Background: an optimization exercise with open tools, aiming at small area. Do not read the settings as production practice. Only simulation tests tie the RTL to the original design; equivalence was not proved. No driver is modelled on the clock port, so clocking that relies on it looks cheaper here than on a real chip. Power figures rest on the tool's default switching activity, not on a simulated workload.

Design top, start of the top module:
module top(
input clk,
input rst,
input minplus, hrplus,
output [3:0]out,
output [6:0]Display,
output ledtest,
output plustest
    );
 wire pulse;
 wire [3:0] mu, hr, d;
 wire [2:0] mt;
 wire [1:0] m;
 secondTest u_second(.clk(clk), .rst(rst), .ledtest(ledtest), .pulse(pulse));
 Temp u_temp(.clk(clk), .rst(rst), .pulse(pulse), .minplus(minplus), .hrplus(hrplus),
             .mu(mu), .mt(mt), .hr(hr));
 Habilitador u_habil(.clk(clk), .rst(rst), .m(m));
 EnableDisplay u_enable(.m(m), .mu(mu), .mt(mt), .hr(hr), .out(out), .d(d));
 SevenSegDrive u_sevenseg(.d(d), .seg(Display));
 assign plustest = 1'b0;
endmodule
Settings: LEC_CHECK=0, CAP_MARGIN=20, CORE_MARGIN=2, CORE_UTILIZATION=40, GPL_TIMING_DRIVEN=0, SLEW_MARGIN=20; clock period 10.0 ns.
standard.sh (not shown) runs the stock make flow with config.mk's settings and CLKGATE_MAP_FILE= SYNTH_SCRIPT=/design/flow/synth_recipe.tcl, a recipe that flattens the netlist after the stock synthesis.
==> flow/flow/run.sh <==
#!/bin/bash
# Own layout flow: the standard ORFS flow, with these changes:
#  - synthesis: the standard flow's synthesis script, but without the adder extraction
#    (ADDER_MAP_FILE empty) and with area-only ABC scripts (deepsyn with 32
#    seeds, each followed by amap) in place of ORFS's delay-driven one; the
#    smallest mapping is kept (flow/abc_override.tcl);
#  - port buffers: sky130_fd_sc_hd__buf_1 instead of the resizer's default;
#    the buffers synthesis leaves (the one on the constant output) are
#    removed at floorplan (REMOVE_ABC_BUFFERS), as the standard flow's
#    timing-driven placement does;
#  - clock: instead of an H-tree, flow/pre_cts.tcl (run by ORFS's CTS step
#    before clock_tree_synthesis, which then leaves the buffered clock alone)
#    drives the registers from a few clock buffers fed by the clock port.
# Each tool's output goes to the ORFS logs under orfs/logs; make's own output
# goes to flow_make.log in this folder.
set -euo pipefail
W=$(pwd)
mkdir -p "$W/abc_scripts"
scripts=""
for seed in $(seq 0 31); do
  f="$W/abc_scripts/deepsyn_$seed.abc"
  printf '%s\n' strash '&get -n' "&deepsyn -S $seed -J 50 -T 120" '&put' 'dch -f' amap > "$f"
  scripts="$scripts $f"
done
{
  printf 'set own_abc_scripts {%s}\n' "$scripts"
  cat "$W/flow/abc_override.tcl"
  cat "$W/synth_recipe.tcl"
} > "$W/own_synth.tcl"
export OWN_CLK_GROUPS=2
export OWN_CLK_BUF=sky130_fd_sc_hd__clkbuf_16
bash "$W/standard.sh" "SYNTH_SCRIPT=$W/own_synth.tcl" "ADDER_MAP_FILE=" \
  "BUFFER_PORTS_ARGS=-buffer_cell sky130_fd_sc_hd__buf_1" \
  "PRE_CTS_TCL=$W/flow/pre_cts.tcl" "REMOVE_ABC_BUFFERS=1" finish > "$W/flow_make.log" 2>&1
==> flow/flow/abc_override.tcl <==
# Yosys's abc pass as ORFS calls it, but run once per ABC script in
# own_abc_scripts (in place of the script ORFS gives it, and without the
# delay target); the mapping with the smallest cell area is kept.
proc own_area {} {
  global own_liberty
  opt_clean -purge
  set s [tee -q -s result.string stat -liberty $own_liberty]
  if { [regexp {Chip area for module '[^']*': ([0-9.eE+-]+)} $s -> a] } {
    return $a
  }
  return 1e30
}
proc abc {args} {
  global own_abc_scripts own_liberty
  set i [lsearch -exact $args -D]
  if { $i >= 0 } { set args [lreplace $args $i [expr { $i + 1 }]] }
  set own_liberty [lindex $args [expr { [lsearch -exact $args -liberty] + 1 }]]
  set i [expr { [lsearch -exact $args -script] + 1 }]
  yosys design -save own_pre_abc
  set best 1e30
  set n 0
  foreach script $own_abc_scripts {
    if { $n > 0 } { yosys design -load own_pre_abc }
    yosys abc {*}[lreplace $args $i $i $script]
    set a [own_area]
    puts "own abc: $script gives cell area $a"
    if { $a < $best } {
      set best $a
      yosys design -save own_best_abc
    }
    incr n
  }
  yosys design -load own_best_abc
  puts "own abc: kept cell area $best"
}
==> flow/flow/pre_cts.tcl <==
# Clock distribution without CTS: the registers are split into
# OWN_CLK_GROUPS groups by position (k-means), and each group's clock pins
# are driven by one OWN_CLK_BUF buffer at the group's centroid, fed straight
# from the clock port.
set dbu [[ord::get_db_tech] getDbUnitsPerMicron]
set pins {}
set pts {}
foreach p [get_pins -hierarchical */CLK] {
  set bb [[[sta::sta_to_db_pin $p] getInst] getBBox]
  lappend pins $p
  lappend pts [list [expr {([$bb xMin] + [$bb xMax]) / 2.0 / $dbu}] [expr {([$bb yMin] + [$bb yMax]) / 2.0 / $dbu}]]
}
set k $::env(OWN_CLK_GROUPS)
set n [llength $pins]
# initial centres: registers spread along the sorted x order
set order [lsort -real -indices [lmap q $pts {lindex $q 0}]]
set cent {}
for {set i 0} {$i < $k} {incr i} {
  lappend cent [lindex $pts [lindex $order [expr {int(($i + 0.5) * $n / $k)}]]]
}
for {set it 0} {$it < 50} {incr it} {
  set asg {}
  foreach q $pts {
    set best 0; set bd 1e30
    for {set i 0} {$i < $k} {incr i} {
      set c [lindex $cent $i]
      set d [expr {abs([lindex $q 0] - [lindex $c 0]) + abs([lindex $q 1] - [lindex $c 1])}]
      if {$d < $bd} { set bd $d; set best $i }
    }
    lappend asg $best
  }
  set new {}
  for {set i 0} {$i < $k} {incr i} {
    set sx 0; set sy 0; set m 0
    foreach q $pts a $asg { if {$a == $i} { set sx [expr {$sx + [lindex $q 0]}]; set sy [expr {$sy + [lindex $q 1]}]; incr m } }
    if {$m > 0} { lappend new [list [expr {$sx / $m}] [expr {$sy / $m}]] } else { lappend new [lindex $cent $i] }
  }
  set cent $new
}
for {set i 0} {$i < $k} {incr i} {
  set grp {}
  foreach p $pins a $asg { if {$a == $i} { lappend grp $p } }
  if {[llength $grp] == 0} { continue }
  puts "clock buffer $i at [lindex $cent $i] for [llength $grp] registers"
  insert_buffer -buffer_cell $::env(OWN_CLK_BUF) -net clk -load_pins $grp -buffer_name clkbuf_own_$i -location [lindex $cent $i]
}
The starting point finished with timing, DRC and antenna clean.
Rerun with:
==> flow/flow/run.sh (replaced) <==
#!/bin/bash
# Own layout flow: the standard ORFS flow, with these changes:
#  - synthesis: the standard flow's synthesis script, but without the adder extraction
#    (ADDER_MAP_FILE empty) and with area-only ABC scripts (deepsyn with a
#    few seeds, then amap) in place of ORFS's delay-driven one; the smallest
#    mapping is kept (flow/abc_override.tcl);
#  - port buffers: sky130_fd_sc_hd__buf_1 instead of the resizer's default;
#  - clock: instead of an H-tree, flow/pre_cts.tcl (run by ORFS's CTS step
#    before clock_tree_synthesis, which then leaves the buffered clock alone)
#    drives the registers from a few clock buffers fed by the clock port.
# Each tool's output goes to the ORFS logs under orfs/logs; make's own output
# goes to flow_make.log in this folder.
set -euo pipefail
W=$(pwd)
mkdir -p "$W/abc_scripts"
scripts=""
for seed in $(seq 0 15); do
  f="$W/abc_scripts/deepsyn_$seed.abc"
  printf '%s\n' strash '&get -n' "&deepsyn -S $seed -J 50 -T 120" '&put' 'dch -f' amap > "$f"
  scripts="$scripts $f"
done
{
  printf 'set own_abc_scripts {%s}\n' "$scripts"
  cat "$W/flow/abc_override.tcl"
  cat "$W/synth_recipe.tcl"
} > "$W/own_synth.tcl"
export OWN_CLK_GROUPS=3
export OWN_CLK_BUF=sky130_fd_sc_hd__clkbuf_8
bash "$W/standard.sh" "SYNTH_SCRIPT=$W/own_synth.tcl" "ADDER_MAP_FILE=" \
  "BUFFER_PORTS_ARGS=-buffer_cell sky130_fd_sc_hd__buf_1" \
  "PRE_CTS_TCL=$W/flow/pre_cts.tcl" finish > "$W/flow_make.log" 2>&1
--- a/flow/flow/abc_override.tcl
+++ b/flow/flow/abc_override.tcl
@@ -4,5 +4,4 @@
 proc own_area {} {
   global own_liberty
-  opt_clean -purge
   set s [tee -q -s result.string stat -liberty $own_liberty]
   if { [regexp {Chip area for module '[^']*': ([0-9.eE+-]+)} $s -> a] } {
CORE_UTILIZATION = 70   (was 40)
GPL_TIMING_DRIVEN = default   (was 0)
PLACE_DENSITY = 0.8   (was default)
Effect: Worst setup slack gains 80 ps; via count is higher by 8.0%; register-to-register slack is worse by 200 ps; power goes down by 2.7%; cell area shrinks by about 0.6%.
Rerun with:
--- a/flow/flow/run.sh
+++ b/flow/flow/run.sh
@@ -15,5 +15,5 @@
 mkdir -p "$W/abc_scripts"
 scripts=""
-for seed in $(seq 0 15); do
+for seed in $(seq 0 31); do
   f="$W/abc_scripts/deepsyn_$seed.abc"
   printf '%s\n' strash '&get -n' "&deepsyn -S $seed -J 50 -T 120" '&put' 'dch -f' amap > "$f"
@@ -25,6 +25,6 @@
   cat "$W/synth_recipe.tcl"
 } > "$W/own_synth.tcl"
-export OWN_CLK_GROUPS=3
-export OWN_CLK_BUF=sky130_fd_sc_hd__clkbuf_8
+export OWN_CLK_GROUPS=2
+export OWN_CLK_BUF=sky130_fd_sc_hd__clkbuf_16
 bash "$W/standard.sh" "SYNTH_SCRIPT=$W/own_synth.tcl" "ADDER_MAP_FILE=" \
   "BUFFER_PORTS_ARGS=-buffer_cell sky130_fd_sc_hd__buf_1" \
--- a/flow/flow/abc_override.tcl
+++ b/flow/flow/abc_override.tcl
@@ -4,4 +4,5 @@
 proc own_area {} {
   global own_liberty
+  opt_clean -purge
   set s [tee -q -s result.string stat -liberty $own_liberty]
   if { [regexp {Chip area for module '[^']*': ([0-9.eE+-]+)} $s -> a] } {
CORE_UTILIZATION = 40   (was 70)
GPL_TIMING_DRIVEN = 0   (was default)
PLACE_DENSITY = default   (was 0.8)
Outcome: The new run finished with timing, DRC and antenna clean; synthesized cell count went down by 0.32%; total power rises by 3.1%; setup slack gets better by 23 ps; final area climbs by 0.91%; via count drops by 8.4%; routed wire length goes down by 10%; first-iteration DRC count fell by 43%; global-route usage went down by 12 points; core utilization drops by 35 points; flip-flop and latch count stays the same; area after synthesis goes down by 0.91%.
Rerun with:
--- a/flow/flow/run.sh
+++ b/flow/flow/run.sh
@@ -6,4 +6,7 @@
 #    mapping is kept (flow/abc_override.tcl);
 #  - port buffers: sky130_fd_sc_hd__buf_1 instead of the resizer's default;
+#    the buffers synthesis leaves (the one on the constant output) are
+#    removed at floorplan (REMOVE_ABC_BUFFERS), as the standard flow's
+#    timing-driven placement does;
 #  - clock: instead of an H-tree, flow/pre_cts.tcl (run by ORFS's CTS step
 #    before clock_tree_synthesis, which then leaves the buffered clock alone)
@@ -29,3 +32,3 @@
 bash "$W/standard.sh" "SYNTH_SCRIPT=$W/own_synth.tcl" "ADDER_MAP_FILE=" \
   "BUFFER_PORTS_ARGS=-buffer_cell sky130_fd_sc_hd__buf_1" \
-  "PRE_CTS_TCL=$W/flow/pre_cts.tcl" finish > "$W/flow_make.log" 2>&1
+  "PRE_CTS_TCL=$W/flow/pre_cts.tcl" "REMOVE_ABC_BUFFERS=1" finish > "$W/flow_make.log" 2>&1
Result: Setup slack got worse by 100 ps; routed wire length came out higher by 1.3%; via count came out higher by 1.1%; final area came out lower by 0.30%; combinational power hardly moves; die area does not change; fmax came out lower by 2.0%; synthesized cell count does not change; cell count barely changes.
Rerun with:
--- a/flow/flow/run.sh
+++ b/flow/flow/run.sh
@@ -6,7 +6,4 @@
 #    mapping is kept (flow/abc_override.tcl);
 #  - port buffers: sky130_fd_sc_hd__buf_1 instead of the resizer's default;
-#    the buffers synthesis leaves (the one on the constant output) are
-#    removed at floorplan (REMOVE_ABC_BUFFERS), as the standard flow's
-#    timing-driven placement does;
 #  - clock: instead of an H-tree, flow/pre_cts.tcl (run by ORFS's CTS step
 #    before clock_tree_synthesis, which then leaves the buffered clock alone)
@@ -32,3 +29,3 @@
 bash "$W/standard.sh" "SYNTH_SCRIPT=$W/own_synth.tcl" "ADDER_MAP_FILE=" \
   "BUFFER_PORTS_ARGS=-buffer_cell sky130_fd_sc_hd__buf_1" \
-  "PRE_CTS_TCL=$W/flow/pre_cts.tcl" "REMOVE_ABC_BUFFERS=1" finish > "$W/flow_make.log" 2>&1
+  "PRE_CTS_TCL=$W/flow/pre_cts.tcl" finish > "$W/flow_make.log" 2>&1
--- a/flow/flow/abc_override.tcl
+++ b/flow/flow/abc_override.tcl
@@ -4,5 +4,4 @@
 proc own_area {} {
   global own_liberty
-  opt_clean -purge
   set s [tee -q -s result.string stat -liberty $own_liberty]
   if { [regexp {Chip area for module '[^']*': ([0-9.eE+-]+)} $s -> a] } {
GPL_TIMING_DRIVEN = default   (was 0)
=>
- The changed run finished with timing, DRC and antenna clean
- flip-flop and latch count stays the same
- die area does not change
- hold slack is worse by 6.7 ps
- global-route usage stays flat
- maximum frequency came out higher by 5.2%

separate check: timing with driven ports:
Ports are ideal in the flow. The routed layouts listed here were re-timed in OpenROAD.
Step 1 sets driving cells, clkbuf_16 on the clock port and buf_2 on the other inputs (assumed; they add their load-dependent delay and slew).
Step 2 moves the port delays by t, midway between the first and last clock arrival at a register: inputs arrive t later, outputs are due t later. That takes back most of the time a late clock gives input paths.
a / b / c = no drivers / after step 1 / after step 2; a / b = the first two.
run	t, ns	slack for setup (ns)	worst hold slack (ns)	worst slew at a driven data input, ns	pins driven straight from the clock port
the first run	0.202	4.913 / 4.866 / 5.067	0.380 / 0.380 / 0.380	0.04	2
the second run	0.198	4.993 / 4.948 / 5.146	0.377 / 0.377 / 0.377	0.03	3
the third run	0.204	5.017 / 4.967 / 5.171	0.381 / 0.381 / 0.381	0.03	2
the fourth run	0.202	4.913 / 4.866 / 5.067	0.380 / 0.380 / 0.380	0.04	2
the fifth run	0.200	5.167 / 5.121 / 5.320	0.373 / 0.373 / 0.373	0.04	2
After both steps setup and hold are still met in every run listed.
